This design comes from an exercise in tuning for small area, a short achievable clock period and few clock cycles on the open sky130 flow, not from production work. RTL that was checked went through simulation tests only; none was proved equivalent to the original. The RTL of run 1 was laid out without a check of its function. Power and IR drop assume default switching activity.

`config.mk`:
```
export PLATFORM = sky130hd
export DESIGN_NAME = TopLevel
export DESIGN_NICKNAME = TopLevel
export VERILOG_FILES = /design/flow/design.v
export SDC_FILE = /design/flow/constraint.sdc
export NUM_CORES = 8
export LEC_CHECK = 0
export CAP_MARGIN = 20
export CELL_PAD_IN_SITES_DETAIL_PLACEMENT = 1
export CELL_PAD_IN_SITES_GLOBAL_PLACEMENT = 1
export CORE_MARGIN = 2
export CORE_UTILIZATION = 35
export CTS_BUF_LIST = sky130_fd_sc_hd__clkbuf_16
export CTS_CLUSTER_DIAMETER = 100
export CTS_CLUSTER_SIZE = 22
export PLACE_DENSITY = 0.45
export SLEW_MARGIN = 20
export SYNTH_HIERARCHICAL = 1
```
`design.v`:
```
`timescale 1ns / 1ns
module TopLevel(reset, clock, imem_addr, imem_rdata, dmem_addr, dmem_we, dmem_be, dmem_wdata, dmem_rdata, rf_we, rf_waddr, rf_wdata, halt);
    input clock, reset;
    output [31:0] imem_addr;
    input [31:0] imem_rdata;
    output [31:0] dmem_addr;
    output dmem_we;
    output [3:0] dmem_be;
    output [31:0] dmem_wdata;
    input [31:0] dmem_rdata;
    output rf_we;
    output [4:0] rf_waddr;
    output [31:0] rf_wdata;
    output reg halt;
    reg [31:2] pc;           
    reg [31:0] ir;           
    reg        ir_v;         
    reg [31:0] m_res;        
    reg [3:0]  m_be;
    reg        m_st;
    reg        m_ld;
    reg [2:0]  m_lt;         
    reg        m_we;
    reg [4:0]  m_rd;
    reg [31:0] w_data;
    reg        w_we;
    reg [4:0]  w_rd;
    reg [31:0] hi, lo, md;   
    reg        hi_v, lo_v;   
    reg        hi_neg, lo_neg;   
    assign imem_addr = {pc, 2'b00};
    assign dmem_addr = m_res;
    assign dmem_wdata = md;
    assign dmem_be = m_be;
    assign dmem_we = m_st;
    assign rf_we = w_we;
    assign rf_waddr = w_rd;
    assign rf_wdata = w_data;
    wire [31:2] pc_i;
    wire [31:0] m_res_i, md_i, w_data_i;
    wire [4:0]  w_rd_i;
    wire        w_we_i;
    Iso #(30) iso_pc(pc, pc_i);
    Iso #(32) iso_mres(m_res, m_res_i);
    Iso #(32) iso_md(md, md_i);
    Iso #(32) iso_wdata(w_data, w_data_i);
    Iso #(5)  iso_wrd(w_rd, w_rd_i);
    Iso #(1)  iso_wwe(w_we, w_we_i);
    wire [5:0] op = ir[31:26];
    wire [5:0] fn = ir[5:0];
    wire [4:0] rs = ir[25:21];
    wire [4:0] rt = ir[20:16];
    wire [4:0] rd = ir[15:11];
    wire [4:0] sa = ir[10:6];
    wire rtype    = (op == 6'd0);
    wire i_shift  = rtype & (fn[5:3] == 3'b000);
    wire i_jr     = rtype & (fn[5:1] == 5'b00100);           
    wire i_jalr   = i_jr & fn[0];
    wire i_sys    = rtype & (fn[5:2] == 4'b0011);
    wire i_mf     = rtype & (fn[5:3] == 3'b010) & ~fn[0];    
    wire i_mt     = rtype & (fn[5:3] == 3'b010) & fn[0];     
    wire i_md     = rtype & (fn[5:3] == 3'b011);             
    wire i_ralu   = rtype & fn[5];
    wire i_regimm = (op == 6'd1);
    wire i_j      = (op[5:1] == 5'b00001);                   
    wire i_jal    = i_j & op[0];
    wire i_br     = (op[5:2] == 4'b0001);                    
    wire i_ialu   = (op[5:3] == 3'b001);
    wire i_load   = (op[5:3] == 3'b100);
    wire i_store  = (op[5:3] == 3'b101);
    wire wen  = i_shift | i_ralu | i_mf | i_jalr | i_ialu | i_load | i_jal;
    wire [4:0] wdest = i_jal ? 5'd31 : (rtype ? rd : rt);
    wire use_rs = ~i_j;
    wire use_rt = rtype | i_br | i_store;
    wire md_busy;
    wire ld_hazard = m_ld & m_we & ((use_rs & (rs == m_rd)) | (use_rt & (rt == m_rd)));
    wire md_hazard = (i_mf | i_mt | i_md | i_store) & md_busy;    
    wire stall = ld_hazard | md_hazard;
    wire go = ir_v & ~stall;    
    wire fa_m = m_we & (m_rd == rs);
    wire fa_w = w_we_i & (w_rd_i == rs) & ~fa_m;
    wire fb_m = m_we & (m_rd == rt);
    wire fb_w = w_we_i & (w_rd_i == rt) & ~fb_m;
    wire [30:0] sel_a, sel_b;
    wire [32*31-1:0] rf_q;
    genvar gi;
    generate
        for (gi = 1; gi < 32; gi = gi + 1) begin : RF
            reg [31:0] q;
            always @(posedge clock)
                if (w_we_i && w_rd_i == gi)
                    q <= w_data_i;
            assign rf_q[32*(gi-1) +: 32] = q;
            assign sel_a[gi-1] = (rs == gi) & ~fa_m & ~fa_w;
            assign sel_b[gi-1] = (rt == gi) & ~fb_m & ~fb_w;
        end
    endgenerate
    wire [31:0] a, b_rt;      
    RdPort35 mux_a({sel_a, fa_m, fa_w, i_mf & ~fn[1] & hi_v, i_mf & fn[1] & lo_v},
                   {rf_q, m_res_i, w_data_i, hi, lo}, a);
    RdPort33 mux_b({sel_b, fb_m, fb_w}, {rf_q, m_res_i, w_data_i}, b_rt);
    wire [31:2] pc4;
    Inc30 inc_pc(pc_i, pc4);
    wire i_lui   = i_ialu & (op[2:0] == 3'b111);
    wire zext    = i_ialu & op[2];
    wire use_imm = i_ialu | i_load | i_store;
    wire link    = i_jal | i_jalr;
    wire [31:0] imm = i_lui ? {ir[15:0], 16'b0} : {{16{~zext & ir[15]}}, ir[15:0]};
    wire [31:0] b = link ? {pc4, 2'b00} : (use_imm ? imm : b_rt);
    wire m_sub = (i_ralu & ~fn[2] & fn[1]) | (i_ialu & ~op[2] & op[1]) | i_br;
    wire m_add = (i_ralu & ~fn[3] & ~fn[2] & ~fn[1]) | (i_ialu & ~op[2] & ~op[1]) | i_load | i_store;
    wire m_pass = i_mf | i_mt | i_md;
    wire nega = i_mf ? (fn[1] ? lo_neg : hi_neg) : (i_md & fn[1] & ~fn[0] & a[31]);
    wire [1:0] lsel = rtype ? fn[1:0] : op[1:0];
    wire [3:0] lut = m_sub ? 4'b1001 :                         
                     m_add ? 4'b0110 :                         
                     m_pass ? (nega ? 4'b0011 : 4'b1100) :     
                     link ? 4'b1010 :                          
                     (lsel == 2'b00) ? 4'b1000 :               
                     (lsel == 2'b01) ? 4'b1110 :               
                     (lsel == 2'b10) ? 4'b0110 :               
                     (rtype ? 4'b0001 : 4'b1010);              
    wire genen = m_sub | m_add;
    wire cin = m_sub | (m_pass & nega);
    wire [31:0] sum;
    wire cout;
    Alu alu(a, b, lut, genen, cin, sum, cout);
    wire zero = ~|sum;
    wire slt_u = rtype ? fn[0] : op[0];
    wire lt = slt_u ? ~cout : ((a[31] ^ b[31]) ? a[31] : sum[31]);
    wire is_slt = (i_ralu & fn[3]) | (i_ialu & ~op[2] & op[1]);
    wire [4:0] shamt = fn[2] ? a[4:0] : sa;
    wire sh_right = fn[1];
    wire [31:0] b_rev, sh_out, sh_rev;
    generate
        for (gi = 0; gi < 32; gi = gi + 1) begin : REV
            assign b_rev[gi] = b_rt[31-gi];
            assign sh_rev[gi] = sh_out[31-gi];
        end
    endgenerate
    Shifter shifter(b_rt, b_rev, sh_right, shamt, fn[0] & b_rt[31], sh_out);
    wire [31:0] res;
    AndOrMux #(3) mux_res({i_shift & sh_right, i_shift & ~sh_right, ~i_shift & ~is_slt},
                          {sh_out, sh_rev, sum}, res);
    wire [31:0] res_x = {res[31:1], res[0] | (is_slt & lt)};
    wire taken = i_br ? (op[1] ? (op[0] ^ (a[31] | zero)) : (op[0] ^ zero))
                      : (i_regimm & (rt[0] ^ a[31]));
    wire [31:2] btarget;
    Add30 add_br(pc_i, {{14{ir[15]}}, ir[15:0]}, btarget);
    wire [31:2] npc;
    AndOrMux30 #(4) mux_pc({go & i_j, go & i_jr, go & taken & ~i_j & ~i_jr, ~(go & (i_j | i_jr | taken))},
                           {pc_i[31:28], ir[25:0], a[31:2], btarget, pc4}, npc);
    wire [1:0] ssize = op[1:0];    
    wire st_b = i_store & ~ssize[1] & ~ssize[0];
    wire st_h = i_store & ~ssize[1] & ssize[0];
    wire st_w = ~st_b & ~st_h;
    wire [3:0] be = ssize[1] ? 4'b1111 :
                    ssize[0] ? (sum[1] ? 4'b1100 : 4'b0011) :
                    (4'b0001 << sum[1:0]);
    wire [31:0] sd = {st_w ? b_rt[31:24] : (st_h ? b_rt[15:8] : b_rt[7:0]),
                      st_w ? b_rt[23:16] : b_rt[7:0],
                      st_b ? b_rt[7:0] : b_rt[15:8],
                      b_rt[7:0]};
    wire [31:0] w_d;
    wire l_b = m_ld & ~m_lt[1] & ~m_lt[0];
    wire l_h = m_ld & ~m_lt[1] & m_lt[0];
    wire l_w = m_ld & m_lt[1];
    wire l_s = ~m_lt[2];
    wire [1:0] la = m_res_i[1:0];
    wire a00 = ~la[1] & ~la[0], a01 = ~la[1] & la[0], a10 = la[1] & ~la[0], a11 = la[1] & la[0];
    LoadAlign ldal(dmem_rdata, m_res_i,
                   l_w | (l_h & ~la[1]) | (l_b & a00), l_b & a01, (l_h & la[1]) | (l_b & a10), l_b & a11,
                   l_w | (l_h & ~la[1]), l_h & la[1],
                   l_w, ~m_ld,
                   l_b & l_s & a00, l_b & l_s & a01, l_b & l_s & a10, l_b & l_s & a11,
                   l_h & l_s & ~la[1], l_h & l_s & la[1],
                   w_d);
    reg        md_step;      
    reg        md_div;       
    reg        md_sgn;       
    reg        md_dneg;      
    reg [4:0]  md_cnt;       
    reg        md_short;     
    reg        md_fix;       
    reg        md_lead;      
    assign md_busy = md_step;
    wire mul_end = md_short ? (md_cnt[4:1] == 4'b0111) : (md_cnt[4:1] == 4'b1111);
    wire mul_last = md_sgn & mul_end;
    wire skip8 = md_div & md_lead & (lo[31:24] == 8'd0) & ~(md_cnt[4] & md_cnt[3]);
    wire skip4 = md_div & md_lead & (lo[31:28] == 4'd0) & ~(md_cnt[4] & md_cnt[3] & md_cnt[2]);
    wire x_md  = go & i_md;
    wire x_div = fn[1];
    wire div0  = (b_rt == 32'd0);
    wire x_start = x_md & ~(x_div & div0);
    wire x_mthi = go & i_mt & ~fn[1];
    wire x_mtlo = go & i_mt & fn[1];
    wire s_mul = md_step & ~md_div & ~md_fix;
    wire s_fix = md_step & md_fix;
    wire s_sk8 = md_step & skip8;
    wire s_sk4 = md_step & skip4 & ~skip8;
    wire s_div = md_step & md_div & ~skip4 & ~skip8;
    wire [31:0] hi_n, lo_n;
    MduPath mdu(hi, lo, md_i, sum, md_div, md_sgn, md_dneg, mul_last, x_mthi, x_start | x_mtlo,
                s_mul, s_div, s_sk4, s_sk8, s_fix, hi_n, lo_n);
    always @(posedge clock) begin
        if (reset) begin
            md_step <= 1'b0;
            hi_v <= 1'b0;
            lo_v <= 1'b0;
        end else begin
            if (x_start) begin
                md_div <= x_div;
                md_sgn <= ~x_div & ~fn[0];
                md_dneg <= x_div & ~fn[0] & b_rt[31];
                md_cnt <= 5'd0;
                md_short <= fn[0] ? (a[31:16] == 16'd0) : ((a[31:15] == 17'd0) | (a[31:15] == 17'h1ffff));
                md_fix <= 1'b0;
                md_lead <= 1'b1;
                md_step <= 1'b1;
                hi_neg <= x_div & ~fn[0] & a[31];
                lo_neg <= x_div & ~fn[0] & (a[31] ^ b_rt[31]);
                hi_v <= 1'b1;
                lo_v <= 1'b1;
            end else if (md_step) begin
                if (md_fix) begin
                    md_step <= 1'b0;
                end else if (~md_div) begin
                    md_cnt <= md_cnt + 5'd2;
                    if (mul_end) begin
                        md_fix <= md_short;
                        md_step <= md_short;
                    end
                end else if (skip8) begin
                    md_cnt <= md_cnt + 5'd8;
                end else if (skip4) begin
                    md_cnt <= md_cnt + 5'd4;
                end else begin
                    md_cnt <= md_cnt + 5'd2;
                    if (md_cnt[4:1] == 4'b1111)
                        md_step <= 1'b0;
                    md_lead <= 1'b0;
                end
            end
            if (x_mthi) begin
                hi_neg <= 1'b0;
                hi_v <= 1'b1;
            end
            if (x_mtlo) begin
                lo_neg <= 1'b0;
                lo_v <= 1'b1;
            end
        end
        if (x_start | x_mthi | md_step)
            hi <= hi_n;
        if (x_start | x_mtlo | md_step)
            lo <= lo_n;
        if (x_start | (go & i_store))
            md <= sd;
    end
    always @(posedge clock) begin
        if (reset) begin
            pc <= 30'h00000c00;      
            ir_v <= 1'b0;
            m_we <= 1'b0;
            m_ld <= 1'b0;
            m_st <= 1'b0;
            w_we <= 1'b0;
            halt <= 1'b0;
        end else begin
            if (~stall) begin
                pc <= npc;
                ir <= imem_rdata;
                ir_v <= 1'b1;
            end
            m_we <= go & wen & (wdest != 5'd0);
            m_ld <= go & i_load;
            m_st <= go & i_store;
            w_we <= m_we;
            halt <= halt | (go & i_sys);
        end
        m_res <= res_x;
        m_be <= be;
        m_lt <= op[2:0];
        m_rd <= wdest;
        w_rd <= m_rd;
        w_data <= w_d;
    end
endmodule
module MduPath(hi, lo, md, sum, div, sgn, dneg, mul_last, x_hi, x_lo, mul_s, dst, sk4, sk8, fix, hi_n, lo_n);
    input [31:0] hi, lo, md, sum;
    input div, sgn, dneg, mul_last;
    input x_hi, x_lo;            
    input mul_s, dst, sk4, sk8;  
    input fix;                   
    output [31:0] hi_n, lo_n;
    wire [32:0] x1n, y1n;
    wire [33:0] s1;
    wire y_t = div ? dneg : lo[0];     
    wire y_f = div & ~dneg;            
    genvar i;
    generate
        for (i = 0; i < 32; i = i + 1) begin : R1
            if (i == 0) begin : B0
                C_MUX2I mx(hi[0], lo[31], div, x1n[0]);
            end else begin : BN
                C_MUX2I mx(hi[i], hi[i-1], div, x1n[i]);
            end
            C_MUX2I my(y_f, y_t, md[i], y1n[i]);
        end
    endgenerate
    assign x1n[32] = ~(hi[31] & (div | sgn));
    assign y1n[32] = ~(div | (lo[0] & sgn & md[31]));
    FastAdd33N row1(x1n, y1n, ~y_f, s1);
    wire q1 = s1[33];          
    wire q1n = ~q1;
    wire [31:0] r1;            
    wire [31:0] xd;            
    wire [32:0] x2n, y2n;
    wire [33:0] s2;
    wire z_t = div ? dneg : (lo[1] & ~mul_last);
    wire z_f = div ? ~dneg : (lo[1] & mul_last);
    generate
        for (i = 0; i < 32; i = i + 1) begin : R2
            if (i == 0) begin : B0
                C_MUX2N mr(lo[31], s1[0], q1, q1n, r1[0]);
                assign xd[0] = lo[30];
            end else begin : BN
                C_MUX2N mr(hi[i-1], s1[i], q1, q1n, r1[i]);
                assign xd[i] = r1[i-1];
            end
            C_MUX2I mx(s1[i+1], xd[i], div, x2n[i]);
            C_MUX2I my(z_f, z_t, md[i], y2n[i]);
        end
    endgenerate
    assign x2n[32] = ~(div ? r1[31] : (sgn & s1[32]));
    assign y2n[32] = ~(div | ((sgn & md[31]) ? z_t : z_f));
    FastAdd33N row2(x2n, y2n, ~z_f, s2);
    wire q2 = s2[33];
    wire [31:0] hi16 = {{16{sgn & hi[31]}}, hi[31:16]};
    wire [31:0] lo16 = {hi[15:0], lo[31:16]};
    wire acc = dst & q2;
    wire rej = dst & ~q2;
    generate
        for (i = 0; i < 32; i = i + 1) begin : H
            wire t0, t1;
            C_AOI222 g0(mul_s, s2[i+1], acc, s2[i], rej, xd[i], t0);
            wire t2;
            C_NAND2 g1(x_hi, sum[i], t1);
            C_NAND2 g3(fix, hi16[i], t2);
            C_NAND3 g2(t0, t1, t2, hi_n[i]);
        end
    endgenerate
    wire [31:0] lo_m = {s2[0], s1[0], lo[31:2]};
    wire [31:0] lo_d = {lo[29:0], q1, q2};
    generate
        for (i = 0; i < 32; i = i + 1) begin : L
            wire t0, t1, t2;
            C_AOI222 g0(mul_s, lo_m[i], dst, lo_d[i], x_lo, sum[i], t0);
            wire t3;
            C_NAND2 g4(fix, lo16[i], t3);
            if (i >= 8) begin : S8
                C_NAND2 g1(sk4, lo[i-4], t1);
                C_NAND2 g2(sk8, lo[i-8], t2);
                C_NAND4 g3(t0, t1, t2, t3, lo_n[i]);
            end else if (i >= 4) begin : S4
                C_NAND2 g1(sk4, lo[i-4], t1);
                C_NAND3 g3(t0, t1, t3, lo_n[i]);
            end else begin : Z
                C_NAND2 g3(t0, t3, lo_n[i]);
            end
        end
    endgenerate
endmodule
module FastAdd33N(x, y, ci, s);
    input [32:0] x, y;
    input ci;
    output [33:0] s;
    wire [33:0] c;             
    assign c[0] = ci;
    genvar i;
    generate
        for (i = 0; i < 33; i = i + 1) begin : BIT
            wire p;
            C_XOR2 xp(x[i], y[i], p);
            if (i % 2 == 0) begin : EVEN
                C_MUX2I mc(x[i], c[i], p, c[i+1]);     
                C_XNOR2 xs(p, c[i], s[i]);
            end else begin : ODD
                wire xn;
                C_INV ix(x[i], xn);
                C_MUX2I mc(xn, c[i], p, c[i+1]);       
                C_XOR2 xs(p, c[i], s[i]);
            end
        end
    endgenerate
    assign s[33] = c[33];      
endmodule
module LoadAlign(dw, res, s0, s1, s2, s3, t0, t2, u0, sr, eb0, eb1, eb2, eb3, eh0, eh1, y);
    input [31:0] dw, res;
    input s0, s1, s2, s3, t0, t2, u0, sr, eb0, eb1, eb2, eb3, eh0, eh1;
    output [31:0] y;
    wire nb0, nb1, nh0, nh1, ext_b_n, ext_n;
    C_AOI22 gb0(eb0, dw[7], eb1, dw[15], nb0);
    C_AOI22 gb1(eb2, dw[23], eb3, dw[31], nb1);
    assign ext_b_n = nb0 & nb1;
    C_AOI22 gh0(eb0, dw[7], eb1 | eh0, dw[15], nh0);
    C_AOI22 gh1(eb2, dw[23], eb3 | eh1, dw[31], nh1);
    assign ext_n = nh0 & nh1;
    genvar i;
    generate
        for (i = 0; i < 32; i = i + 1) begin : BIT
            wire n0, n1;
            if (i < 8) begin : B
                wire n2;
                C_AOI222 g0(s0, dw[i], s1, dw[i+8], s2, dw[i+16], n0);
                C_NAND2 g1(s3, dw[i+24], n1);
                C_NAND2 g3(sr, res[i], n2);
                C_NAND3 g2(n0, n1, n2, y[i]);
            end else if (i < 16) begin : H
                wire n2;
                C_NAND2 g0(t0, dw[i], n0);
                C_NAND2 g1(t2, dw[i+16], n1);
                C_NAND2 g3(sr, res[i], n2);
                C_NAND4 g2(n0, n1, n2, ext_b_n, y[i]);
            end else begin : W
                C_NAND2 g0(u0, dw[i], n0);
                C_NAND2 g1(sr, res[i], n1);
                C_NAND3 g2(n0, n1, ext_n, y[i]);
            end
        end
    endgenerate
endmodule
module RdPort35(sel, d, y);
    input [34:0] sel;
    input [32*35-1:0] d;
    output [31:0] y;
    genvar k, j;
    generate
        for (k = 0; k < 32; k = k + 1) begin : BIT
            wire [34:0] col;
            for (j = 0; j < 35; j = j + 1) begin : W
                assign col[j] = d[32*j + k];
            end
            Ao35 ao(sel, col, y[k]);
        end
    endgenerate
endmodule
module RdPort33(sel, d, y);
    input [32:0] sel;
    input [32*33-1:0] d;
    output [31:0] y;
    genvar k, j;
    generate
        for (k = 0; k < 32; k = k + 1) begin : BIT
            wire [32:0] col;
            for (j = 0; j < 33; j = j + 1) begin : W
                assign col[j] = d[32*j + k];
            end
            Ao33 ao(sel, col, y[k]);
        end
    endgenerate
endmodule
module Ao35(s, d, y);
    input [34:0] s, d;
    output y;
    wire [11:0] t;
    wire n0, n1, n2;
    genvar i;
    generate
        for (i = 0; i < 11; i = i + 1) begin : G
            C_AOI222 g(s[3*i], d[3*i], s[3*i+1], d[3*i+1], s[3*i+2], d[3*i+2], t[i]);
        end
    endgenerate
    C_AO22 g11(s[33], d[33], s[34], d[34], t[11]);
    C_NAND4 h0(t[0], t[1], t[2], t[3], n0);
    C_NAND4 h1(t[4], t[5], t[6], t[7], n1);
    C_NAND3 h2(t[8], t[9], t[10], n2);
    C_OR4 o(n0, n1, n2, t[11], y);
endmodule
module Ao33(s, d, y);
    input [32:0] s, d;
    output y;
    wire [10:0] t;
    wire n0, n1, n2;
    genvar i;
    generate
        for (i = 0; i < 11; i = i + 1) begin : G
            C_AOI222 g(s[3*i], d[3*i], s[3*i+1], d[3*i+1], s[3*i+2], d[3*i+2], t[i]);
        end
    endgenerate
    C_NAND4 h0(t[0], t[1], t[2], t[3], n0);
    C_NAND4 h1(t[4], t[5], t[6], t[7], n1);
    C_NAND3 h2(t[8], t[9], t[10], n2);
    C_OR3 o(n0, n1, n2, y);
endmodule
module AndOrMux #(parameter N = 2) (sel, d, y);
    input [N-1:0] sel;
    input [32*N-1:0] d;
    output reg [31:0] y;
    integer i;
    always @(*) begin
        y = 32'd0;
        for (i = 0; i < N; i = i + 1)
            y = y | ({32{sel[i]}} & d[32*i +: 32]);
    end
endmodule
module AndOrMux30 #(parameter N = 2) (sel, d, y);
    input [N-1:0] sel;
    input [30*N-1:0] d;
    output reg [29:0] y;
    integer i;
    always @(*) begin
        y = 30'd0;
        for (i = 0; i < N; i = i + 1)
            y = y | ({30{sel[i]}} & d[30*i +: 30]);
    end
endmodule
module Alu(a, b, lut, genen, cin, sum, cout);
    input [31:0] a, b;
    input [3:0] lut;
    input genen, cin;
    output [31:0] sum;
    output cout;
    wire [32:0] c;           
    assign c[0] = cin;
    genvar i;
    generate
        for (i = 0; i < 32; i = i + 1) begin : BIT
            wire p, gen;
            C_MUX4 m(lut[0], lut[1], lut[2], lut[3], b[i], a[i], p);
            if (i % 2 == 0) begin : EVEN
                C_AND2 ga(a[i], genen, gen);
                C_MUX2I mc(gen, c[i], p, c[i+1]);    
                C_XOR2 xs(p, c[i], sum[i]);
            end else begin : ODD
                C_NAND2 ga(a[i], genen, gen);
                C_MUX2I mc(gen, c[i], p, c[i+1]);    
                C_XNOR2 xs(p, c[i], sum[i]);
            end
        end
    endgenerate
    assign cout = c[32];
endmodule
module Shifter(d, drev, right, amt, fill, y);
    input [31:0] d, drev;
    input right;
    input [4:0] amt;
    input fill;
    output [31:0] y;
    wire [31:0] l0, l1, l2, l3, l4, l5;
    genvar i;
    generate
        for (i = 0; i < 32; i = i + 1) begin : IN
            C_MUX2I m(drev[i], d[i], right, l0[i]);     
        end
    endgenerate
    ShiftLvl #(1)  s0(l0, amt[0], ~fill, l1);
    ShiftLvl #(2)  s1(l1, amt[1], fill,  l2);    
    ShiftLvl #(4)  s2(l2, amt[2], ~fill, l3);
    ShiftLvl #(8)  s3(l3, amt[3], fill,  l4);    
    ShiftLvl #(16) s4(l4, amt[4], ~fill, l5);
    assign y = l5;
endmodule
module ShiftLvl #(parameter K = 1) (x, s, fill, y);
    input [31:0] x;
    input s, fill;
    output [31:0] y;
    genvar i;
    generate
        for (i = 0; i < 32; i = i + 1) begin : BIT
            if (i + K < 32) begin : IN
                C_MUX2I m(x[i], x[i+K], s, y[i]);
            end else begin : FILL
                C_MUX2I m(x[i], fill, s, y[i]);
            end
        end
    endgenerate
endmodule
module Add33(x, y, ci, s);
    input [32:0] x, y;
    input ci;
    output [33:0] s;
    wire [33:0] c;
    assign c[0] = ci;
    genvar i;
    generate
        for (i = 0; i < 33; i = i + 1) begin : BIT
            assign s[i] = x[i] ^ y[i] ^ c[i];
            assign c[i+1] = (x[i] & y[i]) | (c[i] & (x[i] ^ y[i]));
        end
    endgenerate
    assign s[33] = c[33];
endmodule
module Add30(x, y, s);
    input [29:0] x, y;
    output [29:0] s;
    wire [30:0] c;
    assign c[0] = 1'b0;
    genvar i;
    generate
        for (i = 0; i < 30; i = i + 1) begin : BIT
            assign s[i] = x[i] ^ y[i] ^ c[i];
            assign c[i+1] = (x[i] & y[i]) | (c[i] & (x[i] ^ y[i]));
        end
    endgenerate
endmodule
module Inc30(x, s);
    input [29:0] x;
    output [29:0] s;
    wire [30:0] c;
    assign c[0] = 1'b1;
    genvar i;
    generate
        for (i = 0; i < 30; i = i + 1) begin : BIT
            assign s[i] = x[i] ^ c[i];
            assign c[i+1] = x[i] & c[i];
        end
    endgenerate
endmodule
module C_AOI222(a0, b0, a1, b1, a2, b2, y);
    input a0, b0, a1, b1, a2, b2;
    output y;
    assign y = ~((a0 & b0) | (a1 & b1) | (a2 & b2));
endmodule
module C_AOI22(a0, b0, a1, b1, y);
    input a0, b0, a1, b1;
    output y;
    assign y = ~((a0 & b0) | (a1 & b1));
endmodule
module C_NAND4(a, b, c, d, y);
    input a, b, c, d;
    output y;
    assign y = ~(a & b & c & d);
endmodule
module C_NAND3(a, b, c, y);
    input a, b, c;
    output y;
    assign y = ~(a & b & c);
endmodule
module C_OR3(a, b, c, y);
    input a, b, c;
    output y;
    assign y = a | b | c;
endmodule
module C_MUX4(a0, a1, a2, a3, s0, s1, y);
    input a0, a1, a2, a3, s0, s1;
    output y;
    assign y = s1 ? (s0 ? a3 : a2) : (s0 ? a1 : a0);
endmodule
module C_MUX2(a0, a1, s, y);
    input a0, a1, s;
    output y;
    assign y = s ? a1 : a0;
endmodule
module C_MUX2I(a0, a1, s, y);
    input a0, a1, s;
    output y;
    assign y = ~(s ? a1 : a0);
endmodule
module C_AND2(a, b, y);
    input a, b;
    output y;
    assign y = a & b;
endmodule
module C_NAND2(a, b, y);
    input a, b;
    output y;
    assign y = ~(a & b);
endmodule
module C_XOR2(a, b, y);
    input a, b;
    output y;
    assign y = a ^ b;
endmodule
module C_XNOR2(a, b, y);
    input a, b;
    output y;
    assign y = ~(a ^ b);
endmodule
module Iso #(parameter W = 1) (a, y);
    input [W-1:0] a;
    output [W-1:0] y;
    genvar i;
    generate
        for (i = 0; i < W; i = i + 1) begin : BIT
            C_AND2 g(a[i], a[i], y[i]);
        end
    endgenerate
endmodule
module C_INV(a, y);
    input a;
    output y;
    assign y = ~a;
endmodule
module C_MUX2N(a0, a1, s, sn, y);
    input a0, a1, s, sn;
    output y;
    wire t0, t1;
    C_NAND2 g0(a0, sn, t0);
    C_NAND2 g1(a1, s, t1);
    C_NAND2 g2(t0, t1, y);
endmodule
module C_AO22(a0, b0, a1, b1, y);
    input a0, b0, a1, b1;
    output y;
    assign y = (a0 & b0) | (a1 & b1);
endmodule
module C_OR4(a, b, c, d, y);
    input a, b, c, d;
    output y;
    assign y = a | b | c | d;
endmodule
```
`flow/run.sh`:
```
#!/bin/bash
# The standard layout (the standard.sh, unchanged), with the port buffers
# that placement inserts taken as sky130_fd_sc_hd__buf_2 instead of the
# default delay buffer. ORFS's full output goes to flow_make.log here, and
# each step's log to orfs/logs/.
set -euo pipefail
export BUFFER_PORTS_ARGS="-buffer_cell sky130_fd_sc_hd__buf_2"
bash standard.sh > flow_make.log 2>&1
```
`standard.sh`:
```
#!/bin/bash
# synth_recipe.tcl (not shown) runs the flow's synth.tcl, then flattens the netlist and writes it again
# the make line also repeats each setting of config.mk as NAME=value (left out here)
make -C /OpenROAD-flow-scripts/flow DESIGN_CONFIG=/design/flow/config.mk WORK_HOME=/design/flow/orfs CLKGATE_MAP_FILE= SYNTH_SCRIPT=/design/flow/synth_recipe.tcl "${@:-finish}"
```
`constraint.sdc`:
```
create_clock -name core_clock -period 115.0 [get_ports {clock}]
set_input_delay 23.0000 -clock core_clock [delete_from_list [all_inputs] [get_ports {clock}]]
set_output_delay 23.0000 -clock core_clock [all_outputs]
set_load 0.01 [all_outputs]
```
==> out/qor.yml, run 1 <==
status:
  status: "no timing/DRC/antenna violations"
clocking:
  cts_buffer_depth: 3
  cts_resized: 0
  h-tree-depth: 3
  cts_root_buffer: "clkbuf_16"
  clk_latency_ns: 0.76
  cts-buffers-inserted: 72
  clkSinkCount: 1252
  cts_tree: "built"
  path_clk_slew_ns: 0.10
  ctsHoldBuffers: 0
  post-cts-setup-buffers: 0
die:
  dieArea_um2: 180000
  io_pins: 206
  rows: 154
  dieHeight_um: 425
  initial_utilization_pct: 35.2
  core_area_um2: 176000
  chipWidth_um: 425
synthesis:
  synth_flop_cell: "edfxtp_1"
  synth_edf_count: 1132
  synth_async_sr_flop_share_pct: 0
  synth_seq_area_share_pct: 58.7
  syn_avg_cell_area_um2: 13.5
  netlist_instances: 4607
  synth_cell_types: 77
  syn_area_um2: 62000
  ys_warn_count: 9
  ys_ff_latch: 1252
setup_path:
  crit_family: "flip-flops"
  cp_max_fo: 3
  cp_slowest_cell: "dfxtp_1"
  worstReg2RegStart: "md_div"
  r2r_setup_slack_ns: 96.41
  arrival_ns: 1.92
  worstPathCellList: "buf_2"
  r2r_cells: 80
  rr_endpoint: "hi[10]"
  startpoint: "w_data[29]"
  worst_setup_path_start_kind: "register"
  required_ns: 92.00
  cp-end-kind: "output pin"
  path_class: "reg2out"
  timing.critical_path.buf_inv: 1
  cp_slowest_stage_delay_ns: 0.91
sta:
  fin_crit_ns: 24.92
  final.setup_skew_ns: 0.0432
  clock.fmax_ghz: 0.0401
  hold_slack_ns: 0.424
  finalSetupViolations: 0
  worstMarginPinSlew_ns: 1.30
  finalCritPeriodShare_pct: 21.7
  final-hold-violation-count: 0
  fin_setup_tns_ns: 0
  maxSlewHeadroom_pct: 13.3
  report.final.slew_viol_count: 0
  rsz0062_at_grt: "no"
  setup_slack_ns: 90.08
global_route:
  grt-ovfl-total: 0
  grt_max_degree: 66
  top_usage_layer: "met2"
  grtUsageMet1_pct: 47.6
  antenna_found_initial: 31
  grt_util_met2_pct: 55.1
  grt_pass1_wl_mm: 450
  grtUsageMet3_pct: 8.22
  first_global_vias: 50400
  track_usage_pct: 36.1
min_path:
  hold_end: "w_rd[3]"
  hold_depth: 0
  holdCritStartpoint: "m_rd[3]"
  min_path_type: "reg2reg"
drt:
  routedWlPerCell_um: 44.9
  postRouteWirelength_mm: 336
  viasPerCell: 6.99
  drt_iter0_drc: 11000
  drc: 0
  dr.pass1.iters: 13
  ant_nets: 0
  vias: 52200
power:
  power.switching_w: 0.000361
  cell_internal_pwr_w: 0.000704
  power_leakage_nw: 24.7
  pwr-share-seq_pct: 50.3
  p_comb_share_pct: 22.4
  finalPower_w: 0.00107
  p_sw_share_pct: 33.9
  power_density_nw_per_um2: 15.1
  pwr-share-clk_pct: 27.4
  peakVddDrop_mv: 0.0108
placement:
  dp_slack_ns: 90.00
  post-dp-hpwl_mm: 234
  dpl.cell_count: 7346
  gp_congestion: 0.913
  port_buffers: 203
cells_and_area:
  synthToLayoutAreaGrowth_pct: 13.9
  final_layout_size_suffix_gt1_share_pct: 15.5
  layout.cells.non_filler: 7473
  nets: 5212
  fillers: 18300
job:
  maxCapViolations: 0
-- routing by layer --
metal | part of all wire (%) | routed length [um]
met5 | 0.062 | 209
met4 | 6.6 | 22100
met3 | 10 | 34400
met2 | 44 | 148000
met1 | 39 | 131000
-- modules after synthesis, one instance, submodules excluded, a selection --
module	times used	cells	cell area, um^2
Add30	1	30	597
TopLevel	1	2052	40900
C_MUX4	32	1	22.5
C_OR4	32	1	7.51
Inc30	1	30	363
C_NAND3	124	1	5.00
-- registers in the layout, indices dropped and copies added (netlist names), 4 cells and up --
| register | flops |
|---|---|
| ir | 32 |
| RF.q | 992 |
| hi | 32 |
| m_res | 32 |
| md | 32 |
| pc | 30 |
| w_rd | 5 |
| lo | 32 |
| m_rd | 5 |
| md_cnt | 4 |
| w_data | 32 |
| m_be | 4 |
-- synthesized netlist by cell type (43+ instances only) --
library cell	number	area, um^2
edfxtp_1	1132	34000
a222oi_1	808	8090
nand2_1	440	1650
mux2i_1	431	4310
nand4_1	170	1060
nor2_1	161	604
and2_1	160	1000
nand3_1	145	726
xor2_1	132	1160
dfxtp_1	120	2400
inv_1	88	330
o21ai_0	82	410
a22oi_1	74	556
xnor2_1	58	508
nor2b_1	46	288
clkbuf_1	43	161
-- logic make-up after synthesis --
logic type      Yosys count  synth area share [%]
simple gates           1329                  10.9
flops                  1252                  58.7
compound gates         1104                  16.3
mux                     485                  8.52
xor+xnor                191                  2.72
buf+inv                 180                  1.27
fa+ha+maj                65                  1.65
other cells               1               0.00605
-- cell type report --
| cell class | count | area (um^2) | area share (%) |
|---|---|---|---|
| sequential | 1252 | 36400 | 51.6 |
| multi-input combinational | 3176 | 25500 | 36.2 |
| timing repair buffer | 491 | 3180 | 4.51 |
| tap | 2340 | 2930 | 4.15 |
| clock buffer | 73 | 1830 | 2.59 |
| clock inverter | 38 | 362 | 0.512 |
| inverter | 89 | 335 | 0.475 |
| antenna | 14 | 35.0 | 0.0496 |
-- how the worst max path moves through the flow --
stage / end / slack [ns] / cells past startpoint
floorplan: ir[0] / 89.58 / 4
global route: rf_wdata[29] / 90.06 / 1
detailed placement: ir[23] / 90.00 / 3
global placement: ir[26] / 90.02 / 3
CTS: rf_wdata[24] / 90.20 / 1
finish: rf_wdata[29] / 90.08 / 1
-- power groups by stage --
stage	sequential (W)	clock, W	combinational [W]
floorplan	0.000543	0	0.0000933
global placement	0.000546	0	0.000231
detailed placement	0.000546	0	0.000231
CTS	0.000536	0.000296	0.000232
global route	0.000537	0.000308	0.000240
finish	0.000536	0.000291	0.000238
-- cells in the final DEF (no fill, tap or decap), types with 7 or more instances in the layout --
master and instances:
xnor2_1 54, nand4_1 170, nor3_1 23, o21ai_0 80, nor2_1 64, xor2_1 132, buf_4 280, a21oi_2 7
o31ai_1 16, nand2_1 440, buf_2 210, ha_1 36, diode_2 14, mux2_2 22, a22oi_1 74, a22o_1 32
and2_1 159, nor2_2 36, edfxtp_1 1132, a21oi_1 39, nand3_1 145, nor2b_1 44, or4_1 34, a222oi_1 808
nor2_4 61, clkbuf_16 73, mux2i_1 430, or3_1 36, mux4_2 32, dfxtp_1 120, nand2b_1 42, nor4_1 26
fa_1 28, inv_1 105
-- through the flow --
stage	utilization, %	cell area [um^2]
2_1_floorplan	-	62000
3_3_place_gp	38.8	68300
3_5_place_dp	38.8	68400
6_report	40.1	70600
5_1_grt	40.1	70600
4_1_cts	40.1	70500
==> run 2: changes to the inputs <==
--- a/design.v
+++ b/design.v
@@ -33,19 +33,23 @@
     assign dmem_wdata = md;
     assign dmem_be = m_be;
     assign dmem_we = m_st;
-    assign rf_we = w_we;
-    assign rf_waddr = w_rd;
-    assign rf_wdata = w_data;
+    reg        t_we;
+    reg [4:0]  t_rd;
+    reg [31:0] t_data;
+    reg        halt_x;       
+    assign rf_we = t_we;
+    assign rf_waddr = t_rd;
+    assign rf_wdata = t_data;
     wire [31:2] pc_i;
     wire [31:0] m_res_i, md_i, w_data_i;
     wire [4:0]  w_rd_i;
     wire        w_we_i;
-    Iso #(30) iso_pc(pc, pc_i);
-    Iso #(32) iso_mres(m_res, m_res_i);
-    Iso #(32) iso_md(md, md_i);
-    Iso #(32) iso_wdata(w_data, w_data_i);
-    Iso #(5)  iso_wrd(w_rd, w_rd_i);
-    Iso #(1)  iso_wwe(w_we, w_we_i);
+    assign pc_i = pc;
+    assign m_res_i = m_res;
+    assign md_i = md;
+    assign w_data_i = w_data;
+    assign w_rd_i = w_rd;
+    assign w_we_i = w_we;
     wire [5:0] op = ir[31:26];
     wire [5:0] fn = ir[5:0];
     wire [4:0] rs = ir[25:21];
@@ -266,6 +270,8 @@
             m_st <= 1'b0;
             w_we <= 1'b0;
             halt <= 1'b0;
+            halt_x <= 1'b0;
+            t_we <= 1'b0;
         end else begin
             if (~stall) begin
                 pc <= npc;
@@ -276,13 +282,17 @@
             m_ld <= go & i_load;
             m_st <= go & i_store;
             w_we <= m_we;
-            halt <= halt | (go & i_sys);
+            halt_x <= halt_x | (go & i_sys);
+            halt <= halt_x;
+            t_we <= w_we;
         end
         m_res <= res_x;
         m_be <= be;
         m_lt <= op[2:0];
         m_rd <= wdest;
         w_rd <= m_rd;
+        t_rd <= w_rd;
+        t_data <= w_data;
         w_data <= w_d;
     end
 endmodule
==> run 2 against run 1 <==
Net effect:
- still clean
- setup slack improved by 0.22 ns
- global-route usage about the same
- worst hold slack worse by 0.012 ns
- power is 21% higher
- critical path type unchanged
- largest power group unchanged
- highest routed layer unchanged
==> out/qor.yml, run 2 <==
setup_path:
  required_ns: 92.00  # about the same
  worstReg2RegStart: "md_div"
  startpoint: "m_res[15]"
  rr_endpoint: "hi[10]"
  cp_max_fo: 4  # +1
  worstPathCellList: "buf_2"
  cp_slowest_stage_delay_ns: 0.71  # -0.20 ns
  cp_slowest_cell: "dfxtp_1"
  timing.critical_path.buf_inv: 1  # unchanged
  r2r_cells: 80  # unchanged
  arrival_ns: 1.70  # -0.22 ns
  worst_setup_path_start_kind: "register"
  crit_family: "flip-flops"
  cp-end-kind: "output pin"
  r2r_setup_slack_ns: 96.32  # -0.09 ns
  path_class: "reg2out"
synthesis:
  synth_edf_count: 1132  # unchanged
  ys_ff_latch: 1291  # +3.1%
  synth_compound_area_share_pct: 15.9  # -0.36 points
  synthXorXnorAreaFrac_pct: 2.75  # +0.027 points
  synth_mux_area_share_pct: 8.96  # +0.44 points
  synth_commonest_cells: "1,132 x edfxtp_1, 808 x a222oi_1, 457 x mux2i_1"
  synth_top_family_by_area: "compound AO/OA/AOI/OAI gates"
  synth.most_common_cell: "edfxtp_1"
  synth_top_area_share_pct: 55.1  # +0.25 points
  ys_top_cells_by_area: "edfxtp_1 55%, a222oi_1 13%, mux2i_1 7.4%"
  synth-simple-area-share_pct: 9.29  # -1.6 points
  synth_seq_area_share_pct: 60.2  # +1.5 points
  syn_area_um2: 61700  # -0.45%
  synth_cell_types: 68  # -12%
  ys_warn_count: 9  # unchanged
  netlist_instances: 4488  # -2.6%
  syn_avg_cell_area_um2: 13.8  # +2.2%
  synth_async_sr_flop_share_pct: 0  # unchanged
  yosys.area_share.adder_pct: 1.64  # -0.0088 points
  synth_top_area_cell: "edfxtp_1"
  synth_flop_cell: "edfxtp_1"
drt:
  postRouteWirelength_mm: 334  # -0.62%
  dr.pass1.iters: 11  # -2
  routedWlPerCell_um: 45.2  # +0.71%
  vias: 51500  # -1.4%
  drc: 0  # unchanged
  viasPerCell: 6.98  # about the same
  ant_nets: 0  # unchanged
  drt_iter0_drc: 10400  # -5.7%
die:
  initial_utilization_pct: 35.1  # -0.082 points
  io_pins: 206  # unchanged
  core_area_um2: 176000  # -0.22%
  dieHeight_um: 424  # -0.22%
  chipWidth_um: 424  # -0.22%
  rows: 154  # unchanged
  dieArea_um2: 180000  # -0.44%
cells_and_area:
  largest-register: "RF.q"
  layout.cells.non_filler: 7374  # -1.3%
  nets: 5094  # -2.3%
  synthToLayoutAreaGrowth_pct: 14.2
  largest_register_ffs: 992  # unchanged
  layout_commonest_cell: "edfxtp_1"
  final_util_pct: 40.1  # about the same
  final_layout_size_suffix_gt1_share_pct: 15.7  # +0.21 points
  multi_input_area_um2: 24300  # -4.6%
  fillers: 18200  # -0.47%
  layout_common_cells: "1,132 x edfxtp_1, 808 x a222oi_1, 456 x nand2_1, 456 x mux2i_1, 267 x buf_4"
  seqCellArea_um2: 37200  # +2.2%
clocking:
  cts_buffer_depth: 3  # unchanged
  path_clk_slew_ns: 0.09  # about the same
  cts_tree: "built"
  cts-buffers-inserted: 76  # +5.6%
  cts_root_buffer: "clkbuf_16"
  cts_resized: 0  # unchanged
  clk_latency_ns: 0.75  # about the same
  post-cts-setup-buffers: 0  # unchanged
  h-tree-depth: 3  # unchanged
  ctsHoldBuffers: 0  # unchanged
  clkSinkCount: 1291  # +3.1%
min_path:
  hold_end: "w_rd[2]"
  holdCritStartpoint: "m_rd[2]"
  min_path_type: "reg2reg"
  hold_depth: 0  # unchanged
sta:
  maxSlewHeadroom_pct: 17.8  # +4.5 points
  hold_slack_ns: 0.412  # -0.0118 ns
  clock.fmax_ghz: 0.0405  # +0.91%
  finalCritPeriodShare_pct: 21.5  # -0.20 points
  worstMarginPinSlew_ns: 1.23  # -0.0718 ns
  report.final.slew_viol_count: 0  # unchanged
  setup_slack_ns: 90.30  # +0.225 ns
  fin_crit_ns: 24.70  # -0.225 ns
  final-hold-violation-count: 0  # unchanged
  fin_setup_tns_ns: 0  # unchanged
  final.setup_skew_ns: 0.0302  # -0.0130 ns
  finalSetupViolations: 0  # unchanged
  rsz0062_at_grt: "no"
power:
  cell_internal_pwr_w: 0.000804  # +14%
  power_leakage_nw: 24.6  # -0.34%
  power_density_nw_per_um2: 18.2  # +21%
  p_comb_share_pct: 28.0  # +5.6 points
  p_sw_share_pct: 37.4  # +3.5 points
  pwr-share-seq_pct: 47.8  # -2.5 points
  peakVddDrop_mv: 0.0113  # +4.7%
  power.switching_w: 0.000480  # +33%
  pwr-share-clk_pct: 24.2  # -3.2 points
global_route:
  grt_pass1_wl_mm: 450  # about the same
  grt_max_degree: 82  # +24%
  first_global_vias: 50400  # -0.018%
  antenna_found_initial: 34  # +9.7%
  track_usage_pct: 36.2  # about the same
  grt-ovfl-total: 0  # unchanged
status:
  status: "no timing/DRC/antenna violations"
job:
  maxCapViolations: 0  # unchanged
placement:
  post-dp-hpwl_mm: 231  # -1.2%
  gp_congestion: 0.947  # +3.8%
  dp_slack_ns: 90.24  # +0.238 ns
  port_buffers: 203  # unchanged
  dpl.cell_count: 7222  # -1.7%
## run 2: cell types whose count changed in the layout (fill, tap and decap cells not counted), sizes merged, moves of 29 or more
cell    before  now
nor2       161  209
o21ai       85   30
dfxtp      120  159
nand2b      42   13
and2       161   30
## run 2: how the worst max path moves through the flow
stage / to / slack, ns / cells after the start
floorplan: ir[0] / 89.84 / 3
global route: dmem_addr[15] / 90.31 / 1
CTS: dmem_addr[21] / 90.35 / 1
global placement: ir[27] / 90.27 / 3
detailed placement: md_cnt[1] / 90.24 / 5
finish: dmem_addr[15] / 90.30 / 1
## run 2: per-stage QoR
step / area, um^2 / total power [W]
floorplan: 61700 / 0.000756
global placement: 67900 / 0.000968
detailed placement: 68000 / 0.000970
CTS: 70400 / 0.00128
global route: 70400 / 0.00131
finish: 70500 / 0.00128
## run 2: worst register-to-register path, delay by kind of cell (launching register included)
kind / cells / cell delay, ns
multiplexers: 66 / 14.15
buffers and inverters: 5 / 1.62
AND/OR/NAND/NOR: 5 / 0.85
AO/OA/AOI/OAI: 2 / 0.83
XOR/XNOR: 2 / 0.56
flip-flops: 1 / 0.38
## run 2: Yosys stat by module (local to each module, per instance), excerpt
module     flops+latches  cell area, um^2  cells inside
Add30                  0              597            30
C_AOI22                0             12.5             1
C_INV                  0             3.75             1
C_MUX4                 0             22.5             1
C_NAND2                0             3.75             1
C_OR3                  0             6.26             1
LoadAlign              0             25.0             4
MduPath                0              150            23
Shifter                0             3.75             1
## run 2: logic make-up after synthesis
logic type / after synthesis
DFF: 1291
and+or+nand+nor: 1203
AOI/OAI and AO/OA: 1054
muxes: 510
xor gates and xnor gates: 192
buffers and inverters: 173
adders and majority gates: 64
other: 1
## run 2: area by class of cell
class,instances,area share [%]
Tap cell,2340,4.16
Antenna cell,9,0.0320
Clock buffer,80,2.84
Sequential cell,1291,52.8
Inverter,87,0.463
Clock inverter,59,0.570
Multi-Input combinational cell,3025,34.5
Timing Repair Buffer,483,4.63
## run 2: power groups by stage
stage	combinational [W]	sequential, W	clock (W)
after global placement	0.000344	0.000624	0
after CTS	0.000347	0.000614	0.000315
after global routing	0.000364	0.000616	0.000329
after detailed placement	0.000346	0.000624	0
final	0.000359	0.000614	0.000310
after floorplan	0.000115	0.000641	0
## run 2: per-layer routing
metal	vias up	wire length (um)	track usage (%)
li1	20500	-	-
met1	27000	127000	45.6
met2	3302	153000	57.6
met3	714	31700	7.71
met4	16	21500	20.3
met5	-	118	0
Testbench counts of run 2, summed over its fixed seeds: cycles 1,329,440.
==> run 3: changes to the inputs <==
--- a/design.v
+++ b/design.v
@@ -185,7 +185,6 @@
     reg        md_dneg;      
     reg [4:0]  md_cnt;       
     reg        md_short;     
-    reg        md_fix;       
     reg        md_lead;      
     assign md_busy = md_step;
     wire mul_end = md_short ? (md_cnt[4:1] == 4'b0111) : (md_cnt[4:1] == 4'b1111);
@@ -198,8 +197,8 @@
     wire x_start = x_md & ~(x_div & div0);
     wire x_mthi = go & i_mt & ~fn[1];
     wire x_mtlo = go & i_mt & fn[1];
-    wire s_mul = md_step & ~md_div & ~md_fix;
-    wire s_fix = md_step & md_fix;
+    wire s_fix = md_step & ~md_div & md_short & mul_end;
+    wire s_mul = md_step & ~md_div & ~s_fix;
     wire s_sk8 = md_step & skip8;
     wire s_sk4 = md_step & skip4 & ~skip8;
     wire s_div = md_step & md_div & ~skip4 & ~skip8;
@@ -218,7 +217,6 @@
                 md_dneg <= x_div & ~fn[0] & b_rt[31];
                 md_cnt <= 5'd0;
                 md_short <= fn[0] ? (a[31:16] == 16'd0) : ((a[31:15] == 17'd0) | (a[31:15] == 17'h1ffff));
-                md_fix <= 1'b0;
                 md_lead <= 1'b1;
                 md_step <= 1'b1;
                 hi_neg <= x_div & ~fn[0] & a[31];
@@ -226,14 +224,10 @@
                 hi_v <= 1'b1;
                 lo_v <= 1'b1;
             end else if (md_step) begin
-                if (md_fix) begin
-                    md_step <= 1'b0;
-                end else if (~md_div) begin
+                if (~md_div) begin
                     md_cnt <= md_cnt + 5'd2;
-                    if (mul_end) begin
-                        md_fix <= md_short;
-                        md_step <= md_short;
-                    end
+                    if (mul_end)
+                        md_step <= 1'b0;
                 end else if (skip8) begin
                     md_cnt <= md_cnt + 5'd8;
                 end else if (skip4) begin
@@ -346,8 +340,8 @@
     assign y2n[32] = ~(div | ((sgn & md[31]) ? z_t : z_f));
     FastAdd33N row2(x2n, y2n, ~z_f, s2);
     wire q2 = s2[33];
-    wire [31:0] hi16 = {{16{sgn & hi[31]}}, hi[31:16]};
-    wire [31:0] lo16 = {hi[15:0], lo[31:16]};
+    wire [31:0] hi16 = {{16{sgn & s2[32]}}, s2[32:17]};
+    wire [31:0] lo16 = {s2[16:1], s2[0], s1[0], lo[31:18]};
     wire acc = dst & q2;
     wire rej = dst & ~q2;
     generate
==> run 3 against run 2 <==
Net effect:
- synthesized cell count decreased by 0.40%
- via count is 0.16% higher
- non-clock buffer count is 6 lower
- power decreased by 0.88%
- clock-buffer cell count is 5 lower
- worst hold slack gained 0.0025 ns
- combinational power fell by 3%
- sequential cell count decreased by 1
- global-route usage down 0.27 points
- utilization shrank 0.056 points
- critical path type unchanged
- critical endpoint is now dmem_addr[2]
- largest cell class unchanged
==> out/qor.yml, run 3 <==
drt:
  dr.pass1.iters: 13  # +2
  postRouteWirelength_mm: 333  # -0.30%
  ant_nets: 0  # unchanged
  vias: 51600  # +0.16%
  met1_length_mm: 129  # +0.86%
  wl_met3_mm: 31.2  # -1.8%
  top_layer: "met5"
  drt_iter0_drc: 10700  # +3.1%
  routedWlPerCell_um: 45.3  # +0.18%
  wl_met2_mm: 153  # +0.14%
  drc: 0  # unchanged
  viasPerCell: 7.03  # +0.63%
synthesis:
  synthXorXnorAreaFrac_pct: 2.73  # -0.021 points
  ys_top_cells_by_area: "edfxtp_1 55%, a222oi_1 13%, mux2i_1 6.9%"
  yosys.area_share.adder_pct: 1.65  # +0.014 points
  synth_mux_area_share_pct: 8.51  # -0.45 points
  synth_top_area_cell: "edfxtp_1"
  syn_area_um2: 61900  # +0.23%
  ys_ff_latch: 1290  # -0.077%
  synth_top_family_by_area: "compound AO/OA/AOI/OAI gates"
  syn_avg_cell_area_um2: 13.8  # +0.64%
  synth_compound_area_share_pct: 16.4  # +0.48 points
  synth_commonest_cells: "1,131 x edfxtp_1, 808 x a222oi_1, 433 x nand2_1"
  synth_cell_types: 85  # +25%
  synth-simple-area-share_pct: 9.41  # +0.12 points
  synth_top_area_share_pct: 54.9  # -0.18 points
  netlist_instances: 4470  # -0.40%
  synth_flop_cell: "edfxtp_1"
  ys_warn_count: 9  # unchanged
  synth_edf_count: 1131  # -0.088%
  synth.most_common_cell: "edfxtp_1"
  synth_async_sr_flop_share_pct: 0  # unchanged
  synth_seq_area_share_pct: 60.1  # -0.19 points
die:
  core_area_um2: 176000  # +0.11%
  dieArea_um2: 180000  # +0.23%
  dieHeight_um: 424  # +0.12%
  initial_utilization_pct: 35.2  # +0.043 points
  io_pins: 206  # unchanged
  rows: 154  # unchanged
  chipWidth_um: 424  # +0.12%
setup_path:
  r2r_setup_slack_ns: 96.00  # -0.32 ns
  cp_max_fo: 4  # unchanged
  arrival_ns: 1.63  # -0.07 ns
  cp_slowest_stage_delay_ns: 0.66  # -0.05 ns
  path_class: "reg2out"
  cp_slowest_cell: "dfxtp_1"
  cp-end-kind: "output pin"
  timing.critical_path.buf_inv: 1  # unchanged
  worst_setup_path_start_kind: "register"
  worstPathCellList: "buf_2"
  required_ns: 92.00  # about the same
  crit_family: "flip-flops"
job:
  maxCapViolations: 0  # unchanged
clocking:
  post-cts-setup-buffers: 0  # unchanged
  clk_latency_ns: 0.77  # +0.02 ns
  ctsHoldBuffers: 0  # unchanged
  clkSinkCount: 1290  # -0.077%
  cts_tree: "built"
  cts-buffers-inserted: 74  # -2.6%
  cts_root_buffer: "clkbuf_16"
  cts_buffer_depth: 3  # unchanged
  cts_resized: 0  # unchanged
  path_clk_slew_ns: 0.09  # about the same
  h-tree-depth: 3  # unchanged
sta:
  fin_setup_tns_ns: 0  # unchanged
  fin_crit_ns: 24.63  # -0.0743 ns
  final-hold-violation-count: 0  # unchanged
  maxSlewHeadroom_pct: 13.6  # -4.3 points
  worstMarginPinSlew_ns: 1.30  # +0.0672 ns
  rsz0062_at_grt: "no"
  report.final.slew_viol_count: 0  # unchanged
  finalSetupViolations: 0  # unchanged
  clock.fmax_ghz: 0.0406  # +0.30%
  finalCritPeriodShare_pct: 21.4  # -0.065 points
  final.setup_skew_ns: 0.0730  # +0.0427 ns
placement:
  gp_congestion: 0.924  # -2.5%
  port_buffers: 203  # unchanged
  post-dp-hpwl_mm: 230  # -0.31%
  place_area_um2: 68000  # about the same
cells_and_area:
  final_util_pct: 40.0  # -0.056 points
  stdcell_area_um2: 70400  # about the same
  final_layout_size_suffix_gt1_share_pct: 15.9  # +0.19 points
  layout_commonest_cell: "edfxtp_1"
  largest_register_ffs: 992  # unchanged
  nets: 5064  # -0.59%
  synthToLayoutAreaGrowth_pct: 13.9
  layout_common_cells: "1,131 x edfxtp_1, 808 x a222oi_1, 433 x nand2_1"
  largest-register: "RF.q"
global_route:
  grt_max_degree: 80  # -2.4%
  grt_pass1_wl_mm: 446  # -0.77%
  grt-ovfl-total: 0  # unchanged
  antenna_found_initial: 32  # -5.9%
  first_global_vias: 50000  # -0.85%
  track_usage_pct: 35.9  # -0.27 points
power:
  power_leakage_nw: 24.5  # -0.47%
  peakVddDrop_mv: 0.0109  # -3.5%
  power_density_nw_per_um2: 18.1  # -0.85%
  finalPower_w: 0.00127  # -0.88%
status:
  status: "no timing/DRC/antenna violations"
min_path:
  min_path_type: "reg2reg"
## run 3: cell types whose count changed in the layout (fill, tap and decap cells not counted), sizes merged, moves of 11 or more
cell,change
a22oi,+15
inv,-11
mux2i,-31
nand2,-23
nor2,-52
o21ai,+24
or3b,+29
xor2,-11
## run 3: where the power goes
| part | switching [W] | internal [W] |
|---|---|---|
| combinational | 0.000260 | 0.0000886 |
| sequential | 0.0000330 | 0.000584 |
| clock | 0.000176 | 0.000130 |
## run 3: path summary, 6_finish.rpt
path,startpoint,endpoint,cells after the start
setup / recovery,m_res[2],dmem_addr[2],1
hold / removal,m_rd[3],w_rd[3],0
setup reg to reg,md_div,hi[6],79
hold reg to reg,m_rd[3],w_rd[3],0
## run 3: routing by layer
metal  global-route usage, %  up-vias
met5                       0        -
met2                    57.7     3299
met3                    7.27      659
met4                    17.8       16
met1                    46.0    27100
li1                        -    20500
## run 3: cell type report
cell class	instances	area, um^2
timing repair buffer	477	3110
inverter	82	308
fill	18100	105000
clock buffer	75	1880
antenna	9	22.5
sequential	1290	37200
multi-input combinational	3009	24600
tap	2340	2930
clock inverter	57	487
## run 3: cell families after synthesis
logic type | after synthesis
compound gates | 1106
xor+xnor | 191
fa+ha+maj | 65
buf+inv | 172
flops | 1290
mux | 483
other cells | 1
simple gates | 1162
## run 3: modules after synthesis (local to each module, per instance), a selection
module | copies in the design | cells inside
C_AND2 | 16 | 1
C_XNOR2 | 50 | 1
C_INV | 32 | 1
C_XOR2 | 114 | 1
C_NAND3 | 124 | 1
TopLevel | 1 | 2047
C_AO22 | 32 | 1
C_OR4 | 32 | 1
MduPath | 1 | 23
Inc30 | 1 | 30
C_AOI222 | 776 | 1
Shifter | 1 | 1
C_NAND4 | 160 | 1
C_NAND2 | 336 | 1
C_MUX2I | 418 | 1
C_AOI22 | 4 | 1
## run 3: through the flow
step | hold slack (ns) | instances | setup WS (ns)
floorplan | 0.329 | 4471 | 88.90
global placement | 0.397 | 7196 | 90.39
detailed placement | 0.397 | 7196 | 90.37
CTS | 0.417 | 7328 | 90.37
global route | 0.424 | 7330 | 90.39
finish | 0.415 | 7339 | 90.37
Testbench counts of run 3, summed over its fixed seeds: cycles 1,325,344.

separate check: timing with driven ports:
The flow's constraints put no driver on any port. The routed layouts listed below were extracted and timed again, unchanged, in two steps.
Step 1 (the two cells are an assumption about what drives the block):
set clk [get_ports {clock}]
set_driving_cell -lib_cell sky130_fd_sc_hd__clkbuf_16 $clk
set_driving_cell -lib_cell sky130_fd_sc_hd__buf_2 [delete_from_list [all_inputs] $clk]
Step 2 also shifts input and output timing later by t, the mid clock arrival at the registers, as if the neighbouring blocks saw the same clock.
a / b / c = ideal ports / drivers / drivers and shift; a / b = the first two.
| run | shift t [ns] | slack for setup (ns) | hold slack, ns | worst setup path after step 2 |
|---|---|---|---|---|
| run 1 | 0.833 | 90.075 / 89.986 / 90.048 | 0.424 / 0.424 / 0.424 | input to register |
| run 2 | 0.829 | 90.300 / 90.207 / 90.200 | 0.412 / 0.412 / 0.412 | input to register |
| run 3 | 0.812 | 90.375 / 90.292 / 90.348 | 0.415 / 0.415 / 0.415 | input to register |
After both steps setup and hold are still met in every run listed. For run 2, which loses most, drivers alone change the setup slack by -0.093 ns; drivers and shift together by -0.100 ns.
